Source: an optimization exercise on an open RTL-to-GDS flow (aim: small area). Production flows keep margins and buffers that such runs may drop. At most, simulation tests tie the RTL to the original design; equivalence was not proved. Only the layout flow was run in run 1; the RTL was not checked for function there.

===== flow/design.v =====
`timescale 1ns / 1ps
module dflopie #(
    parameter W = 1
) (
    input               clk_i, 
    input               rst_n_i,
    input               en_i,
    input       [W-1:0] data_in, 
    output      [W-1:0] data_out 
);
reg [W-1:0] data_out_reg;
always @(posedge clk_i or negedge rst_n_i) begin
    if(!rst_n_i) begin 
        data_out_reg <= 0;
    end
    else if(en_i) begin 
        data_out_reg <= data_in;
    end
end
assign data_out = data_out_reg;
endmodule
`timescale 1ns / 1ps
module fir_filter #(
    parameter  INPUT_SIGNAL = 8,
    parameter  CO_EFF_WIDTH = 8,
    parameter  OUTPUT_SIGNAL = 16,
    parameter  TAPS          = 7
) (
    input clk_i,
    input rst_n_i,
    input en_i,
    input signed [INPUT_SIGNAL-1:0] noisy_sig_i,
    output reg signed [OUTPUT_SIGNAL-1:0] filtered_res_o
);
reg [7:0] h1, h2, h3, h4, h5, h6;
always @(posedge clk_i or negedge rst_n_i) begin
    if (!rst_n_i) begin
        h1 <= 8'd0; h2 <= 8'd0; h3 <= 8'd0; h4 <= 8'd0; h5 <= 8'd0; h6 <= 8'd0;
    end else if (en_i) begin
        h1 <= noisy_sig_i; h2 <= h1; h3 <= h2; h4 <= h3; h5 <= h4; h6 <= h5;
    end
end
wire s1 = h1[0] ^ h5[0];
wire c2 = h1[0] & h5[0];
wire s3, c4;
fir_fa u_s3 (.a(h1[1]), .b(h5[1]), .ci(c2), .s(s3), .co(c4));
wire s5, c6;
fir_fa u_s5 (.a(h1[2]), .b(h5[2]), .ci(c4), .s(s5), .co(c6));
wire s7, c8;
fir_fa u_s7 (.a(h1[3]), .b(h5[3]), .ci(c6), .s(s7), .co(c8));
wire s9, c10;
fir_fa u_s9 (.a(h1[4]), .b(h5[4]), .ci(c8), .s(s9), .co(c10));
wire s11, c12;
fir_fa u_s11 (.a(h1[5]), .b(h5[5]), .ci(c10), .s(s11), .co(c12));
wire s13, c14;
fir_fa u_s13 (.a(h1[6]), .b(h5[6]), .ci(c12), .s(s13), .co(c14));
wire iv15 = ~c14;
wire s16, c17;
fir_fa u_s16 (.a(h1[7]), .b(h5[7]), .ci(iv15), .s(s16), .co(c17));
wire s18 = h2[0] ^ h4[0];
wire c19 = h2[0] & h4[0];
wire s20, c21;
fir_fa u_s20 (.a(h2[1]), .b(h4[1]), .ci(c19), .s(s20), .co(c21));
wire s22, c23;
fir_fa u_s22 (.a(h2[2]), .b(h4[2]), .ci(c21), .s(s22), .co(c23));
wire s24, c25;
fir_fa u_s24 (.a(h2[3]), .b(h4[3]), .ci(c23), .s(s24), .co(c25));
wire s26, c27;
fir_fa u_s26 (.a(h2[4]), .b(h4[4]), .ci(c25), .s(s26), .co(c27));
wire s28, c29;
fir_fa u_s28 (.a(h2[5]), .b(h4[5]), .ci(c27), .s(s28), .co(c29));
wire s30, c31;
fir_fa u_s30 (.a(h2[6]), .b(h4[6]), .ci(c29), .s(s30), .co(c31));
wire iv32 = ~c31;
wire s33, c34;
fir_fa u_s33 (.a(h2[7]), .b(h4[7]), .ci(iv32), .s(s33), .co(c34));
wire s35 = h6[0] ^ s1;
wire c36 = ~h6[0] | ~s1;
wire iv37 = ~s18;
wire s38, c39;
fir_fa u_s38 (.a(iv37), .b(s35), .ci(noisy_sig_i[0]), .s(s38), .co(c39));
wire iv40 = ~h6[1];
wire s41, c42;
fir_fa u_s41 (.a(h3[0]), .b(iv40), .ci(c36), .s(s41), .co(c42));
wire iv43 = ~s20;
wire s44, c45;
fir_fa u_s44 (.a(s3), .b(iv43), .ci(noisy_sig_i[1]), .s(s44), .co(c45));
wire iv46 = ~s41;
wire s47, c48;
fir_fa u_s47 (.a(iv46), .b(c39), .ci(s44), .s(s47), .co(c48));
wire iv49 = ~h6[2];
wire s50, c51;
fir_fa u_s50 (.a(h3[0]), .b(h3[1]), .ci(iv49), .s(s50), .co(c51));
wire iv52 = ~noisy_sig_i[2];
wire s53, c54;
fir_fa u_s53 (.a(s50), .b(iv52), .ci(c42), .s(s53), .co(c54));
wire iv55 = ~s22;
wire s56, c57;
fir_fa u_s56 (.a(s5), .b(iv55), .ci(c45), .s(s56), .co(c57));
wire iv58 = ~s53;
wire s59, c60;
fir_fa u_s59 (.a(iv58), .b(c48), .ci(s56), .s(s59), .co(c60));
wire s61 = s47 ^ s59;
wire c62 = s47 | s59;
wire iv63 = ~h6[3];
wire s64, c65;
fir_fa u_s64 (.a(h3[1]), .b(h3[2]), .ci(iv63), .s(s64), .co(c65));
wire s66, c67;
fir_fa u_s66 (.a(s1), .b(c51), .ci(s64), .s(s66), .co(c67));
wire iv68 = ~noisy_sig_i[3];
wire s69, c70;
fir_fa u_s69 (.a(iv68), .b(s66), .ci(c54), .s(s69), .co(c70));
wire iv71 = ~s24;
wire s72, c73;
fir_fa u_s72 (.a(s7), .b(iv71), .ci(c57), .s(s72), .co(c73));
wire iv74 = ~s69;
wire s75, c76;
fir_fa u_s75 (.a(iv74), .b(c60), .ci(s72), .s(s75), .co(c76));
wire s77 = c62 ^ s75;
wire c78 = c62 | s75;
wire iv79 = ~h6[4];
wire s80, c81;
fir_fa u_s80 (.a(h3[2]), .b(h3[3]), .ci(iv79), .s(s80), .co(c81));
wire s82, c83;
fir_fa u_s82 (.a(s1), .b(c65), .ci(s80), .s(s82), .co(c83));
wire iv84 = ~noisy_sig_i[4];
wire s85, c86;
fir_fa u_s85 (.a(s3), .b(iv84), .ci(c67), .s(s85), .co(c86));
wire s87, c88;
fir_fa u_s87 (.a(s82), .b(s85), .ci(c70), .s(s87), .co(c88));
wire iv89 = ~s26;
wire s90, c91;
fir_fa u_s90 (.a(s9), .b(iv89), .ci(c73), .s(s90), .co(c91));
wire iv92 = ~s87;
wire s93, c94;
fir_fa u_s93 (.a(iv92), .b(c76), .ci(s90), .s(s93), .co(c94));
wire s95 = c78 ^ s93;
wire c96 = c78 | s93;
wire s97, c98;
fir_fa u_s97 (.a(h3[0]), .b(h3[3]), .ci(h3[4]), .s(s97), .co(c98));
wire iv99 = ~h6[5];
wire s100, c101;
fir_fa u_s100 (.a(iv99), .b(s18), .ci(c81), .s(s100), .co(c101));
wire iv102 = ~noisy_sig_i[5];
wire s103, c104;
fir_fa u_s103 (.a(s97), .b(s3), .ci(iv102), .s(s103), .co(c104));
wire s105, c106;
fir_fa u_s105 (.a(c83), .b(s100), .ci(s5), .s(s105), .co(c106));
wire s107, c108;
fir_fa u_s107 (.a(c86), .b(s103), .ci(s105), .s(s107), .co(c108));
wire iv109 = ~s11;
wire s110, c111;
fir_fa u_s110 (.a(c88), .b(s107), .ci(iv109), .s(s110), .co(c111));
wire iv112 = ~c91;
wire s113, c114;
fir_fa u_s113 (.a(s28), .b(iv112), .ci(s110), .s(s113), .co(c114));
wire iv115 = ~s113;
wire s116, c117;
fir_fa u_s116 (.a(c94), .b(c96), .ci(iv115), .s(s116), .co(c117));
wire s118, c119;
fir_fa u_s118 (.a(h3[1]), .b(h3[4]), .ci(h3[5]), .s(s118), .co(c119));
wire iv120 = ~h6[6];
wire s121, c122;
fir_fa u_s121 (.a(iv120), .b(c98), .ci(s118), .s(s121), .co(c122));
wire iv123 = ~noisy_sig_i[6];
wire s124, c125;
fir_fa u_s124 (.a(s20), .b(c101), .ci(iv123), .s(s124), .co(c125));
wire s126, c127;
fir_fa u_s126 (.a(s121), .b(s5), .ci(c104), .s(s126), .co(c127));
wire s128, c129;
fir_fa u_s128 (.a(s124), .b(s7), .ci(c106), .s(s128), .co(c129));
wire s130, c131;
fir_fa u_s130 (.a(s126), .b(c108), .ci(s128), .s(s130), .co(c131));
wire iv132 = ~s13;
wire s133, c134;
fir_fa u_s133 (.a(s130), .b(iv132), .ci(s30), .s(s133), .co(c134));
wire s135, c136;
fir_fa u_s135 (.a(c111), .b(c114), .ci(s133), .s(s135), .co(c136));
wire s137 = s135 ^ c117;
wire c138 = s135 & ~c117;
wire s139, c140;
fir_fa u_s139 (.a(h3[2]), .b(h3[5]), .ci(h3[6]), .s(s139), .co(c140));
wire s141, c142;
fir_fa u_s141 (.a(h6[7]), .b(c119), .ci(s139), .s(s141), .co(c142));
wire s143, c144;
fir_fa u_s143 (.a(noisy_sig_i[7]), .b(c122), .ci(s141), .s(s143), .co(c144));
wire s145, c146;
fir_fa u_s145 (.a(s22), .b(c125), .ci(s7), .s(s145), .co(c146));
wire s147, c148;
fir_fa u_s147 (.a(s143), .b(c127), .ci(s9), .s(s147), .co(c148));
wire s149, c150;
fir_fa u_s149 (.a(c129), .b(s145), .ci(c131), .s(s149), .co(c150));
wire s151, c152;
fir_fa u_s151 (.a(s147), .b(s149), .ci(s16), .s(s151), .co(c152));
wire iv153 = ~s33;
wire s154, c155;
fir_fa u_s154 (.a(iv153), .b(c134), .ci(c136), .s(s154), .co(c155));
wire s156, c157;
fir_fa u_s156 (.a(s151), .b(c138), .ci(s154), .s(s156), .co(c157));
wire iv158 = ~h3[7];
wire s159, c160;
fir_fa u_s159 (.a(h3[3]), .b(h3[6]), .ci(iv158), .s(s159), .co(c160));
wire s161, c162;
fir_fa u_s161 (.a(c140), .b(s159), .ci(c142), .s(s161), .co(c162));
wire s163, c164;
fir_fa u_s163 (.a(c144), .b(s161), .ci(s24), .s(s163), .co(c164));
wire s165, c166;
fir_fa u_s165 (.a(s9), .b(c146), .ci(s163), .s(s165), .co(c166));
wire s167, c168;
fir_fa u_s167 (.a(s11), .b(c148), .ci(s165), .s(s167), .co(c168));
wire iv169 = ~c34;
wire s170, c171;
fir_fa u_s170 (.a(c150), .b(c17), .ci(iv169), .s(s170), .co(c171));
wire s172, c173;
fir_fa u_s172 (.a(s167), .b(c152), .ci(s170), .s(s172), .co(c173));
wire s174, c175;
fir_fa u_s174 (.a(c155), .b(s172), .ci(c157), .s(s174), .co(c175));
wire s176, c177;
fir_fa u_s176 (.a(h3[4]), .b(iv158), .ci(c160), .s(s176), .co(c177));
wire s178, c179;
fir_fa u_s178 (.a(s176), .b(c162), .ci(s26), .s(s178), .co(c179));
wire s180, c181;
fir_fa u_s180 (.a(c164), .b(s11), .ci(c166), .s(s180), .co(c181));
wire s182, c183;
fir_fa u_s182 (.a(s178), .b(s13), .ci(c168), .s(s182), .co(c183));
wire s184, c185;
fir_fa u_s184 (.a(s180), .b(c171), .ci(s182), .s(s184), .co(c185));
wire s186, c187;
fir_fa u_s186 (.a(c173), .b(s184), .ci(c175), .s(s186), .co(c187));
wire g188 = s186;
wire p189 = ~(s186);
wire s190, c191;
fir_fa u_s190 (.a(h3[5]), .b(c177), .ci(s28), .s(s190), .co(c191));
wire s192, c193;
fir_fa u_s192 (.a(c179), .b(s13), .ci(c181), .s(s192), .co(c193));
wire iv194 = ~s16;
wire s195, c196;
fir_fa u_s195 (.a(s190), .b(iv194), .ci(c183), .s(s195), .co(c196));
wire s197, c198;
fir_fa u_s197 (.a(s192), .b(c185), .ci(s195), .s(s197), .co(c198));
wire g199 = (c187 & s197);
wire p200 = (c187 ^ s197);
wire y201 = p200 ^ g188;
wire cc202 = g199 | (p200 & g188);
wire s203, c204;
fir_fa u_s203 (.a(h3[6]), .b(s30), .ci(c191), .s(s203), .co(c204));
wire iv205 = ~c193;
wire s206, c207;
fir_fa u_s206 (.a(c17), .b(s16), .ci(iv205), .s(s206), .co(c207));
wire iv208 = ~s206;
wire s209, c210;
fir_fa u_s209 (.a(s203), .b(c196), .ci(iv208), .s(s209), .co(c210));
wire g211 = (c198 & s209);
wire p212 = (c198 ^ s209);
wire y213 = p212 ^ cc202;
wire cc214 = g211 | (p212 & cc202);
wire iv215 = ~c204;
wire s216, c217;
fir_fa u_s216 (.a(h3[7]), .b(c17), .ci(iv215), .s(s216), .co(c217));
wire s218, c219;
fir_fa u_s218 (.a(s33), .b(c207), .ci(s216), .s(s218), .co(c219));
wire s220 = s218 ^ c210;
wire c221 = ~s218 | c210;
wire g222 = 1'b0;
wire p223 = s220;
wire y224 = p223 ^ cc214;
wire cc225 = g222 | (p223 & cc214);
wire s226, c227;
fir_fa u_s226 (.a(c34), .b(c217), .ci(c219), .s(s226), .co(c227));
wire s228 = c221 ^ s226;
wire c229 = c221 | ~s226;
wire g230 = 1'b0;
wire p231 = s228;
wire y232 = p231 ^ cc225;
wire cc233 = g230 | (p231 & cc225);
wire g234 = (~c227 & c229);
wire p235 = ~(c227 ^ c229);
wire y236 = p235 ^ cc233;
wire cc237 = g234 | (p235 & cc233);
wire y238 = cc237;
wire [15:0] y = {~y238, y236, y232, y224, y213, y201, p189, s174, s156, ~s137, ~s116, s95, s77, s61, s47, ~s38};
always @(posedge clk_i or negedge rst_n_i) begin
    if (!rst_n_i)
        filtered_res_o <= 16'sd0;
    else
        filtered_res_o <= y;
end
endmodule
module fir_fa (input a, input b, input ci, output s, output co);
assign s = a ^ b ^ ci;
assign co = (a & b) | (a & ci) | (b & ci);
endmodule

===== flow/run.sh =====
#!/bin/bash
# synth_recipe.tcl (not shown) runs the flow's synth.tcl, then flattens the netlist and writes it again
# the make line also repeats each setting of config.mk as NAME=value (left out here)
make -C /OpenROAD-flow-scripts/flow DESIGN_CONFIG=/design/flow/config.mk WORK_HOME=/design/flow/orfs CLKGATE_MAP_FILE= SYNTH_SCRIPT=/design/flow/synth_recipe.tcl finish

===== flow/config.mk =====
export PLATFORM = sky130hd
export DESIGN_NAME = fir_filter
export DESIGN_NICKNAME = fir_filter
export VERILOG_FILES = /design/flow/design.v
export SDC_FILE = /design/flow/constraint.sdc
export NUM_CORES = 4
export LEC_CHECK = 0
export ABC_AREA = 1
export CAP_MARGIN = 20
export CORE_MARGIN = 2
export CORE_UTILIZATION = 40
export SLEW_MARGIN = 20
export SYNTH_HIERARCHICAL = 1
export SYNTH_MINIMUM_KEEP_SIZE = 0

===== flow/constraint.sdc =====
create_clock -name core_clock -period 7.0 [get_ports {clk_i}]
set_input_delay 1.4000 -clock core_clock [delete_from_list [all_inputs] [get_ports {clk_i}]]
set_output_delay 1.4000 -clock core_clock [all_outputs]
set_load 0.01 [all_outputs]

==> out/summary.log, run 1 <==
[status] outcome complete, but fails checks
[status] violated checks negative setup slack
[placement] number of buffer cells added on primary ports 26
[layout] number of antenna cells inserted 0
[clocking] worst-skew pair later-pin latency 350 ps
[worst_setup_path] slowest CP cell fa_1
[global_routing] via count of the first global-routing pass 2800
[worst_setup_path] type of the worst setup path input port to flip-flop
[die] core box area 0.0103 sq mm
[worst_setup_path] worst reg2reg path startpoint h5[0]$_DFFE_PN0P_
[timing] final worst-path cycle share 1.02
[clocking] clock transition at the registers of the reported paths 80 ps
[clocking] number of buffers inserted for hold repair after clock tree synthesis 0
[placement] dpl cells 545
[yosys] instance count of the mapped netlist 367
[worst_setup_path] arrival time of data at the critical path endpoint 7370 ps
[worst_setup_path] cell-by-cell trace of the critical path clkdlybuf4s50_1, inv_1, fa_1, fa_1, fa_1, fa_1, fa_2, fa_1, fa_2, fa_2, fa_1, inv_2, fa_2, inv_2, fa_2, ha_4, ha_4, inv_2, fa_2, inv_2
[clocking] number of CTS-inserted buffers 9
[timing] number of endpoints with negative hold slack in the final report 0
[timing] setup slack after layout -122 ps
[placement] routability-driven placement congestion ratio 0.809
[die] top-level port count 27
[worst_hold_path] start point of the worst min-delay path h6[4]$_DFFE_PN0P_
[layout] Filler Cell Count 949
[route] detail-routed via count per cell 4.52
[layout] share of layout cells above drive strength 1 0.183
[worst_hold_path] worst min path class flip-flop to flip-flop
[worst_setup_path] largest incremental delay on the critical path 580 ps
[die] initial cell density of the core 0.411
[timing] Slew headroom 0.449
[route] Avg WL per Cell 14.2 um
[clocking] Max clock buf depth 2
[timing] setup repair after global routing missed its margin true
[yosys] number of nets in the synthesized netlist 474
[route] drt first-iter violations 105
[job] max capacitance violation total 0
[layout] FF+latch area 0.00160 sq mm
[route] Vias 2539
[yosys] post-synthesis sequential area ratio 0.378
[global_routing] global-route congestion overflow total 0
[yosys] #FFs+latches synth 64
[global_routing] combined global-route utilization of all metal layers 0.160
[timing] pins over their slew limit 0
[yosys] count of different cell masters after synthesis 8
[placement] half-perimeter wire length after detailed placement 6020 um
[worst_setup_path] data required time of the worst path 7250 ps
[worst_setup_path] worst-case reg-to-reg path depth 23
[worst_setup_path] element type at the critical path end flip-flop
[worst_setup_path] RR Endpoint filtered_res_o[14]$_DFF_PN0_
[worst_hold_path] Hold Path End h6[4]$_DFFE_PN0P_
[route] Pre-Repair DR Iteration Count 4
[clocking] Clock Sink Count 64
[timing] Setup Viol. Count Final 1
[route] detailed-route DRC error count 0
[timing] actual transition at the worst max-transition pin 826 ps
[yosys] count of yosys warnings during synthesis 7
[yosys] average instance area after synthesis 11.6 sq um
[timing] fmax 0.140 GHz
[clocking] cell at the root of the clock tree clkbuf_8
[die] die width 107 um
[clocking] deepest level of the CTS H-tree 3
[clocking] clock tree from TritonCTS built
[worst_setup_path] register-to-register setup slack -80 ps
[die] Die H 107 um
[layout] final layout net count 528
[layout] number of cells in the finished layout apart from fillers 562
[yosys] cell area after synthesis 0.00424 sq mm
[route] post-route ant nets 0
[timing] clock period minus worst slack 7120 ps
[global_routing] wire length of the first global-routing pass 13700 um
[layout] layout overhead on the synthesized area 19.6%
[timing] final worst clock skew 16.6 ps
[worst_hold_path] hold-critical path depth 2
[global_routing] largest net degree at the start of global routing 65
[route] Final Routed Wirelength 7970 um
[worst_setup_path] maximum fanout count along the critical path 2
[die] number of standard-cell rows in the floorplan 37
[layout] multi-input gate area in the final layout 0.00247 sq mm
[layout] Finished Core Util 0.491
[die] full die area 0.0114 sq mm
[global_routing] antenna violations before repair 0
[worst_setup_path] Worst setup SP type input port
metrics by stage:
| step | hold slack [ps] | worst slack, ps | area (sq um) | TNS, ps |
|---|---|---|---|---|
| 3_5_place_dp | 462 | -686 | 4830 | -1680 |
| 2_1_floorplan | 442 | 9.84 | 4270 | 0 |
| 5_1_grt | 493 | -250 | 5070 | -288 |
| 4_1_cts | 481 | -177 | 5030 | -240 |
| 6_report | 481 | -122 | 5070 | -122 |
| 3_3_place_gp | 457 | -594 | 4830 | -1340 |
cells by family after synthesis:
group                      synth area share
adders and majority gates             0.434
and+or+nand+nor                       0.127
DFF                                   0.378
buffers and inverters                0.0611
modules after synthesis (local to each module, per instance):
module      times used  cells inside
fir_filter           1           285
fir_fa              82             1
critical path, delay by kind of cell:
family	cells	cell delay [ps]
buffers and inverters	6	780
adder cells (fa/ha/maj)	14	5200
flip-flops by register name (all words and copies together) (netlist names):
| register | count |
|---|---|
| h5 | 8 |
| h6 | 8 |
| h4 | 8 |
| filtered_res_o | 16 |
| h3 | 8 |
| h2 | 8 |
| h1 | 8 |
layout by cell type (no fill, tap or decap), drive strengths merged:
master           n
nand2          144
fa              85
dfrtp           64
inv             54
buf             28
clkdlybuf4s50   23
ha              11
clkbuf           9
clkinv           4
clkinvlp         2
dlymetal6s2s     1
dlygate4sd2      1
per-layer routing:
layer | track usage | vias up | wire (um)
met5 | 0 | - | 0
met4 | 0.0464 | 0 | 40
met3 | 0.0462 | 2 | 257
met2 | 0.254 | 38 | 4110
met1 | 0.217 | 1330 | 3570
li1 | - | 1169 | -
cells in the mapped netlist (all sizes together):
| cell type | count | area share |
|---|---|---|
| nand2 | 144 | 0.13 |
| fa | 85 | 0.40 |
| dfrtp | 64 | 0.38 |
| inv | 53 | 0.047 |
| ha | 11 | 0.032 |
| buf | 10 | 0.014 |
repair_timing:
item,CTS,global route
setup buffers,0,1
gates resized for setup,13,14
gates cloned,0,0
setup endpoints to repair,2,2
pin swaps,6,2
how the worst max path moves through the flow:
stage | from | end | slack (ps) | cells after the start
final | noisy_sig_i[5] | filtered_res_o[14]$_DFF_PN0_ | -120 | 20
after global routing | h5[0]$_DFFE_PN0P_ | filtered_res_o[14]$_DFF_PN0_ | -250 | 23
after CTS | h1[0]$_DFFE_PN0P_ | filtered_res_o[14]$_DFF_PN0_ | -180 | 23
after detailed placement | noisy_sig_i[1] | filtered_res_o[14]$_DFF_PN0_ | -690 | 24
after global placement | noisy_sig_i[1] | filtered_res_o[14]$_DFF_PN0_ | -590 | 24
after floorplan | h1[0]$_DFFE_PN0P_ | filtered_res_o[14]$_DFF_PN0_ | 10 | 23
final cells by class:
cell class / count / share of cell area
well taps: 136 / 0.0336
inverters: 53 / 0.0392
repair buffers: 53 / 0.0906
clock buffers: 9 / 0.0244
multi-input cells: 240 / 0.487
clock inverters: 7 / 0.00938
flip-flops and latches: 64 / 0.316
==> inputs of run 2 (changes only) <==
--- a/flow/design.v
+++ b/flow/design.v
@@ -178,4 +178,4 @@
 fir_fa u_s135 (.a(c111), .b(c114), .ci(s133), .s(s135), .co(c136));
-wire s137 = s135 ^ c117;
-wire c138 = s135 & ~c117;
+wire g137 = (~c117 & s135);
+wire p138 = ~(c117 ^ s135);
 wire s139, c140;
@@ -197,86 +197,92 @@
 fir_fa u_s154 (.a(iv153), .b(c134), .ci(c136), .s(s154), .co(c155));
-wire s156, c157;
-fir_fa u_s156 (.a(s151), .b(c138), .ci(s154), .s(s156), .co(c157));
-wire iv158 = ~h3[7];
-wire s159, c160;
-fir_fa u_s159 (.a(h3[3]), .b(h3[6]), .ci(iv158), .s(s159), .co(c160));
+wire g156 = (s151 & s154);
+wire p157 = (s151 ^ s154);
+wire y158 = p157 ^ g137;
+wire cc159 = g156 | (p157 & g137);
+wire iv160 = ~h3[7];
 wire s161, c162;
-fir_fa u_s161 (.a(c140), .b(s159), .ci(c142), .s(s161), .co(c162));
+fir_fa u_s161 (.a(h3[3]), .b(h3[6]), .ci(iv160), .s(s161), .co(c162));
 wire s163, c164;
-fir_fa u_s163 (.a(c144), .b(s161), .ci(s24), .s(s163), .co(c164));
+fir_fa u_s163 (.a(c140), .b(s161), .ci(c142), .s(s163), .co(c164));
 wire s165, c166;
-fir_fa u_s165 (.a(s9), .b(c146), .ci(s163), .s(s165), .co(c166));
+fir_fa u_s165 (.a(c144), .b(s163), .ci(s24), .s(s165), .co(c166));
 wire s167, c168;
-fir_fa u_s167 (.a(s11), .b(c148), .ci(s165), .s(s167), .co(c168));
-wire iv169 = ~c34;
-wire s170, c171;
-fir_fa u_s170 (.a(c150), .b(c17), .ci(iv169), .s(s170), .co(c171));
+fir_fa u_s167 (.a(s9), .b(c146), .ci(s165), .s(s167), .co(c168));
+wire s169, c170;
+fir_fa u_s169 (.a(s11), .b(c148), .ci(s167), .s(s169), .co(c170));
+wire iv171 = ~c34;
 wire s172, c173;
-fir_fa u_s172 (.a(s167), .b(c152), .ci(s170), .s(s172), .co(c173));
+fir_fa u_s172 (.a(c150), .b(c17), .ci(iv171), .s(s172), .co(c173));
 wire s174, c175;
-fir_fa u_s174 (.a(c155), .b(s172), .ci(c157), .s(s174), .co(c175));
-wire s176, c177;
-fir_fa u_s176 (.a(h3[4]), .b(iv158), .ci(c160), .s(s176), .co(c177));
-wire s178, c179;
-fir_fa u_s178 (.a(s176), .b(c162), .ci(s26), .s(s178), .co(c179));
+fir_fa u_s174 (.a(s169), .b(c152), .ci(s172), .s(s174), .co(c175));
+wire g176 = (c155 & s174);
+wire p177 = (c155 ^ s174);
+wire y178 = p177 ^ cc159;
+wire cc179 = g176 | (p177 & cc159);
 wire s180, c181;
-fir_fa u_s180 (.a(c164), .b(s11), .ci(c166), .s(s180), .co(c181));
+fir_fa u_s180 (.a(h3[4]), .b(iv160), .ci(c162), .s(s180), .co(c181));
 wire s182, c183;
-fir_fa u_s182 (.a(s178), .b(s13), .ci(c168), .s(s182), .co(c183));
+fir_fa u_s182 (.a(s180), .b(c164), .ci(s26), .s(s182), .co(c183));
 wire s184, c185;
-fir_fa u_s184 (.a(s180), .b(c171), .ci(s182), .s(s184), .co(c185));
+fir_fa u_s184 (.a(c166), .b(s11), .ci(c168), .s(s184), .co(c185));
 wire s186, c187;
-fir_fa u_s186 (.a(c173), .b(s184), .ci(c175), .s(s186), .co(c187));
-wire g188 = s186;
-wire p189 = ~(s186);
-wire s190, c191;
-fir_fa u_s190 (.a(h3[5]), .b(c177), .ci(s28), .s(s190), .co(c191));
-wire s192, c193;
-fir_fa u_s192 (.a(c179), .b(s13), .ci(c181), .s(s192), .co(c193));
-wire iv194 = ~s16;
-wire s195, c196;
-fir_fa u_s195 (.a(s190), .b(iv194), .ci(c183), .s(s195), .co(c196));
-wire s197, c198;
-fir_fa u_s197 (.a(s192), .b(c185), .ci(s195), .s(s197), .co(c198));
-wire g199 = (c187 & s197);
-wire p200 = (c187 ^ s197);
-wire y201 = p200 ^ g188;
-wire cc202 = g199 | (p200 & g188);
+fir_fa u_s186 (.a(s182), .b(s13), .ci(c170), .s(s186), .co(c187));
+wire s188, c189;
+fir_fa u_s188 (.a(s184), .b(c173), .ci(s186), .s(s188), .co(c189));
+wire s190 = c175 ^ s188;
+wire c191 = c175 | s188;
+wire g192 = 1'b0;
+wire p193 = ~s190;
+wire y194 = p193 ^ cc179;
+wire cc195 = g192 | (p193 & cc179);
+wire s196, c197;
+fir_fa u_s196 (.a(h3[5]), .b(c181), .ci(s28), .s(s196), .co(c197));
+wire s198, c199;
+fir_fa u_s198 (.a(c183), .b(s13), .ci(c185), .s(s198), .co(c199));
+wire iv200 = ~s16;
+wire s201, c202;
+fir_fa u_s201 (.a(s196), .b(iv200), .ci(c187), .s(s201), .co(c202));
 wire s203, c204;
-fir_fa u_s203 (.a(h3[6]), .b(s30), .ci(c191), .s(s203), .co(c204));
-wire iv205 = ~c193;
-wire s206, c207;
-fir_fa u_s206 (.a(c17), .b(s16), .ci(iv205), .s(s206), .co(c207));
-wire iv208 = ~s206;
+fir_fa u_s203 (.a(s198), .b(c189), .ci(s201), .s(s203), .co(c204));
+wire g205 = (c191 & s203);
+wire p206 = (c191 ^ s203);
+wire y207 = p206 ^ cc195;
+wire cc208 = g205 | (p206 & cc195);
 wire s209, c210;
-fir_fa u_s209 (.a(s203), .b(c196), .ci(iv208), .s(s209), .co(c210));
-wire g211 = (c198 & s209);
-wire p212 = (c198 ^ s209);
-wire y213 = p212 ^ cc202;
-wire cc214 = g211 | (p212 & cc202);
-wire iv215 = ~c204;
-wire s216, c217;
-fir_fa u_s216 (.a(h3[7]), .b(c17), .ci(iv215), .s(s216), .co(c217));
-wire s218, c219;
-fir_fa u_s218 (.a(s33), .b(c207), .ci(s216), .s(s218), .co(c219));
-wire s220 = s218 ^ c210;
-wire c221 = ~s218 | c210;
-wire g222 = 1'b0;
-wire p223 = s220;
-wire y224 = p223 ^ cc214;
-wire cc225 = g222 | (p223 & cc214);
-wire s226, c227;
-fir_fa u_s226 (.a(c34), .b(c217), .ci(c219), .s(s226), .co(c227));
-wire s228 = c221 ^ s226;
-wire c229 = c221 | ~s226;
-wire g230 = 1'b0;
-wire p231 = s228;
-wire y232 = p231 ^ cc225;
-wire cc233 = g230 | (p231 & cc225);
-wire g234 = (~c227 & c229);
-wire p235 = ~(c227 ^ c229);
-wire y236 = p235 ^ cc233;
-wire cc237 = g234 | (p235 & cc233);
-wire y238 = cc237;
-wire [15:0] y = {~y238, y236, y232, y224, y213, y201, p189, s174, s156, ~s137, ~s116, s95, s77, s61, s47, ~s38};
+fir_fa u_s209 (.a(h3[6]), .b(s30), .ci(c197), .s(s209), .co(c210));
+wire iv211 = ~c199;
+wire s212, c213;
+fir_fa u_s212 (.a(c17), .b(s16), .ci(iv211), .s(s212), .co(c213));
+wire iv214 = ~s212;
+wire s215, c216;
+fir_fa u_s215 (.a(s209), .b(c202), .ci(iv214), .s(s215), .co(c216));
+wire g217 = (c204 & s215);
+wire p218 = (c204 ^ s215);
+wire y219 = p218 ^ cc208;
+wire cc220 = g217 | (p218 & cc208);
+wire iv221 = ~c210;
+wire s222, c223;
+fir_fa u_s222 (.a(h3[7]), .b(c17), .ci(iv221), .s(s222), .co(c223));
+wire s224, c225;
+fir_fa u_s224 (.a(s33), .b(c213), .ci(s222), .s(s224), .co(c225));
+wire s226 = s224 ^ c216;
+wire c227 = ~s224 | c216;
+wire g228 = 1'b0;
+wire p229 = s226;
+wire y230 = p229 ^ cc220;
+wire cc231 = g228 | (p229 & cc220);
+wire s232, c233;
+fir_fa u_s232 (.a(c34), .b(c223), .ci(c225), .s(s232), .co(c233));
+wire s234 = c227 ^ s232;
+wire c235 = c227 | ~s232;
+wire g236 = 1'b0;
+wire p237 = s234;
+wire y238 = p237 ^ cc231;
+wire cc239 = g236 | (p237 & cc231);
+wire g240 = (~c233 & c235);
+wire p241 = ~(c233 ^ c235);
+wire y242 = p241 ^ cc239;
+wire cc243 = g240 | (p241 & cc239);
+wire y244 = cc243;
+wire [15:0] y = {~y244, y242, y238, y230, y219, y207, y194, y178, y158, p138, ~s116, s95, s77, s61, s47, ~s38};
 always @(posedge clk_i or negedge rst_n_i) begin
==> out/summary.log, run 2 <==
[clocking] number of buffers inserted for hold repair after clock tree synthesis 0 [unchanged]
[route] detail-routed via count per cell 4.52 [about the same]
[timing] final worst-path cycle share 0.976 [was 1.02]
[yosys] #FFs+latches synth 64 [unchanged]
[status] outcome finished clean [was complete, but fails checks]
[clocking] number of CTS-inserted buffers 9 [unchanged]
[worst_hold_path] start point of the worst min-delay path h6[3]$_DFFE_PN0P_ [was h6[4]$_DFFE_PN0P_]
[timing] smallest hold slack 472 ps [was 481 ps]
[worst_setup_path] Worst setup SP type input port [unchanged]
[worst_setup_path] worst-case reg-to-reg path depth 24 [was 23]
[route] Vias 2493 [was 2539]
[global_routing] antenna violations before repair 0 [unchanged]
[worst_setup_path] data required time of the worst path 7240 ps [was 7250 ps]
[yosys] count of yosys warnings during synthesis 7 [unchanged]
[yosys] number of nets in the synthesized netlist 483 [was 474]
[global_routing] via count of the first global-routing pass 2630 [was 2800]
[layout] register bank with the most flops filtered_res_o [unchanged]
[die] full die area 0.0115 sq mm [was 0.0114 sq mm]
[clocking] cell at the root of the clock tree clkbuf_8 [unchanged]
[timing] actual transition at the worst max-transition pin 816 ps [was 826 ps]
[timing] final worst clock skew 5.93 ps [was 16.6 ps]
[global_routing] largest net degree at the start of global routing 65 [unchanged]
[timing] Setup Viol. Count Final 0 [was 1]
[yosys] average instance area after synthesis 11.4 sq um [was 11.6 sq um]
[worst_setup_path] element type at the critical path end flip-flop [unchanged]
[worst_setup_path] register-to-register setup slack 240 ps [was -80 ps]
[job] max capacitance violation total 0 [unchanged]
[yosys] count of different cell masters after synthesis 8 [unchanged]
[timing] number of endpoints with negative hold slack in the final report 0 [unchanged]
[yosys] post-synthesis sequential area ratio 0.375 [was 0.378]
[clocking] Clock Sink Count 64 [unchanged]
[layout] area of all placed cells without fillers 0.00493 sq mm [was 0.00507 sq mm]
[worst_setup_path] worst reg2reg path startpoint h2[0]$_DFFE_PN0P_ [was h5[0]$_DFFE_PN0P_]
[global_routing] global-route congestion overflow total 0 [unchanged]
[layout] number of antenna cells inserted 0 [unchanged]
[layout] leading cell type in the layout, fill and taps excluded nand2_1 [unchanged]
[layout] final layout net count 518 [was 528]
[timing] setup repair after global routing missed its margin false [was true]
[timing] fmax 0.146 GHz [was 0.140 GHz]
[route] Avg WL per Cell 13.9 um [was 14.2 um]
[worst_setup_path] arrival time of data at the critical path endpoint 7070 ps [was 7370 ps]
[worst_setup_path] type of the worst setup path input port to flip-flop [unchanged]
[clocking] clock tree from TritonCTS built [unchanged]
[worst_hold_path] worst min path class flip-flop to flip-flop [unchanged]
[clocking] worst-skew pair later-pin latency 350 ps [about the same]
[yosys] cell accounting for the most synthesized area fa_1 [unchanged]
[placement] Placed Instance Area 0.00469 sq mm [was 0.00483 sq mm]
[yosys] largest cells by area after synthesis fa_1, dfrtp_1, nand2_1, inv_1, ha_1 [unchanged]
[layout] max FFs per register 16 [unchanged]
[layout] commonest cells after routing, fill and taps aside nand2_1, fa_1, dfrtp_1 [was nand2_1, dfrtp_1, fa_1]
[placement] half-perimeter wire length after detailed placement 5880 um [was 6020 um]
[timing] clock period minus worst slack 6830 ps [was 7120 ps]
[yosys] number of enable flip-flop cells after synthesis 0 [unchanged]
[die] Die H 107 um [about the same]
[yosys] Synth Flop Type dfrtp_1 [unchanged]
[global_routing] wire length of the first global-routing pass 13100 um [was 13700 um]
[timing] setup TNS 0 ps [was -122 ps]
[layout] share of layout cells above drive strength 1 0.108 [was 0.183]
[timing] pins over their slew limit 0 [unchanged]
[timing] Slew headroom 0.456 [was 0.449]
[route] Final Routed Wirelength 7650 um [was 7970 um]
[worst_setup_path] RR Endpoint filtered_res_o[14]$_DFF_PN0_ [unchanged]
[clocking] deepest level of the CTS H-tree 3 [unchanged]
[yosys] async set-or-reset flop fraction in the synthesized netlist 1.00 [unchanged]
[placement] routability-driven placement congestion ratio 0.802 [was 0.809]
[clocking] clock transition at the registers of the reported paths 70 ps [was 80 ps]
[worst_setup_path] launching element of the worst setup path noisy_sig_i[6] [was noisy_sig_i[5]]
[yosys] fraction of synthesized cell area taken by the top area cell type 0.394 [was 0.401]
[die] number of standard-cell rows in the floorplan 37 [unchanged]
[route] post-route ant nets 0 [unchanged]
[die] top-level port count 27 [unchanged]
[layout] layout overhead on the synthesized area 15.5% [was 19.6%]
[worst_setup_path] maximum fanout count along the critical path 2 [unchanged]
[route] detailed-route DRC error count 0 [unchanged]
[route] Pre-Repair DR Iteration Count 4 [unchanged]
[die] core box area 0.0104 sq mm [was 0.0103 sq mm]
[clocking] Max clock buf depth 2 [unchanged]
[yosys] cell with the most instances after synthesis nand2_1 [unchanged]
[yosys] instance count of the mapped netlist 375 [was 367]
[die] die width 107 um [about the same]
[worst_hold_path] hold-critical path depth 2 [unchanged]
[route] drt first-iter violations 100 [was 105]
[yosys] cell area after synthesis 0.00427 sq mm [was 0.00424 sq mm]
[worst_hold_path] Hold Path End h6[3]$_DFFE_PN0P_ [was h6[4]$_DFFE_PN0P_]
[yosys] top cells by count, synth nand2_1, fa_1, dfrtp_1 [unchanged]
[global_routing] combined global-route utilization of all metal layers 0.152 [was 0.160]
[placement] number of buffer cells added on primary ports 26 [unchanged]
[die] initial cell density of the core 0.412 [was 0.411]
-- run 2: area by class of cell --
| class | instances | area [sq um] |
|---|---|---|
| Fill cell | 993 | 5440 |
| Multi-Input combinational cell | 241 | 2430 |
| Sequential cell | 64 | 1600 |
| Timing Repair Buffer | 34 | 315 |
| Inverter | 60 | 225 |
| Tap cell | 136 | 170 |
| Clock buffer | 10 | 128 |
| Clock inverter | 6 | 60.1 |
-- run 2: critical path, cell delays in order --
cell	delay, ps
clkdlybuf4s50_1	470
inv_1	80
fa_1	480
fa_1	570
fa_1	440
fa_1	510
fa_2	350
fa_1	480
inv_1	50
fa_1	380
inv_1	80
fa_2	180
ha_1	130
inv_1	40
fa_1	350
inv_1	70
fa_1	160
ha_1	150
ha_1	130
inv_1	40
fa_1	470
inv_1	40
-- run 2: metal layers --
| metal | part of all wire | routed length [um] | GRT usage | up-vias |
|---|---|---|---|---|
| li1 | - | - | - | 1149 |
| met1 | 0.45 | 3450 | 0.210 | 1297 |
| met2 | 0.51 | 3870 | 0.242 | 39 |
| met3 | 0.030 | 232 | 0.0339 | 8 |
| met4 | 0.013 | 99 | 0.0495 | 0 |
| met5 | 0 | 0 | 0 | - |
-- run 2: cells by family after synthesis --
family / share of synthesized area
simple gates: 0.127
fa+ha+maj: 0.432
buf+inv: 0.0668
flops: 0.375
-- run 2: repair_timing --
item,4_1_cts,5_1_grt
resized for setup,4,16
pin swaps,1,7
hold endpoints to repair,0,0
setup endpoints to repair,1,2
setup buffers,0,1
-- run 2: how the worst max path moves through the flow --
stage	endpoint	slack, ps	cells after the start
2_1_floorplan	filtered_res_o[14]$_DFF_PN0_	280	25
3_3_place_gp	filtered_res_o[14]$_DFF_PN0_	-320	23
3_5_place_dp	filtered_res_o[14]$_DFF_PN0_	-390	23
4_1_cts	filtered_res_o[14]$_DFF_PN0_	10	24
5_1_grt	filtered_res_o[14]$_DFF_PN0_	10	22
6_report	filtered_res_o[14]$_DFF_PN0_	170	22
-- run 2: metrics by stage --
stage | instances | util | worst slack [ps]
finish | 551 | 0.476 | 171
global route | 551 | 0.476 | 11.6
CTS | 550 | 0.471 | 12.4
detailed placement | 534 | 0.452 | -385
global placement | 534 | 0.452 | -324
floorplan | 375 | - | 277
-- run 2: Yosys stat by module, one instance, submodules excluded --
module / flip-flops and latches / cell area, sq um / times used / cells inside
fir_filter: 64 / 2690 / 1 / 296
fir_fa: 0 / 20.0 / 79 / 1

port drivers added, routing unchanged:
Ports are ideal in the flow. The routed layouts listed here were re-timed in OpenROAD. Step 1: set_driving_cell puts a clkbuf_16 on clk_i and a buf_2 on each other input, an assumption about the parent block. Step 2, shift: input delay + t, output delay - t, t = (earliest + latest rising clock arrival at the registers) / 2. This alone moves slack from input paths to output paths. a / b / c = ideal ports / drivers / drivers and shift; a / b = the first two.
run | shift t [ns] | setup WS [ns] | hold WS [ns] | worst setup path at the end | worst data-port slew with drivers (ns)
run 1 | 0.376 | -0.122 / -0.118 / -0.494 | 0.481 / 0.481 / 0.481 | input to register | 0.04
run 2 | 0.372 | 0.171 / 0.177 / -0.195 | 0.472 / 0.472 / 0.472 | input to register | 0.04
Met with ideal ports but missed after step 2: setup timing in run 2. For run 1, which loses most, drivers alone change the setup slack by +0.004 ns; drivers and shift together by -0.372 ns.
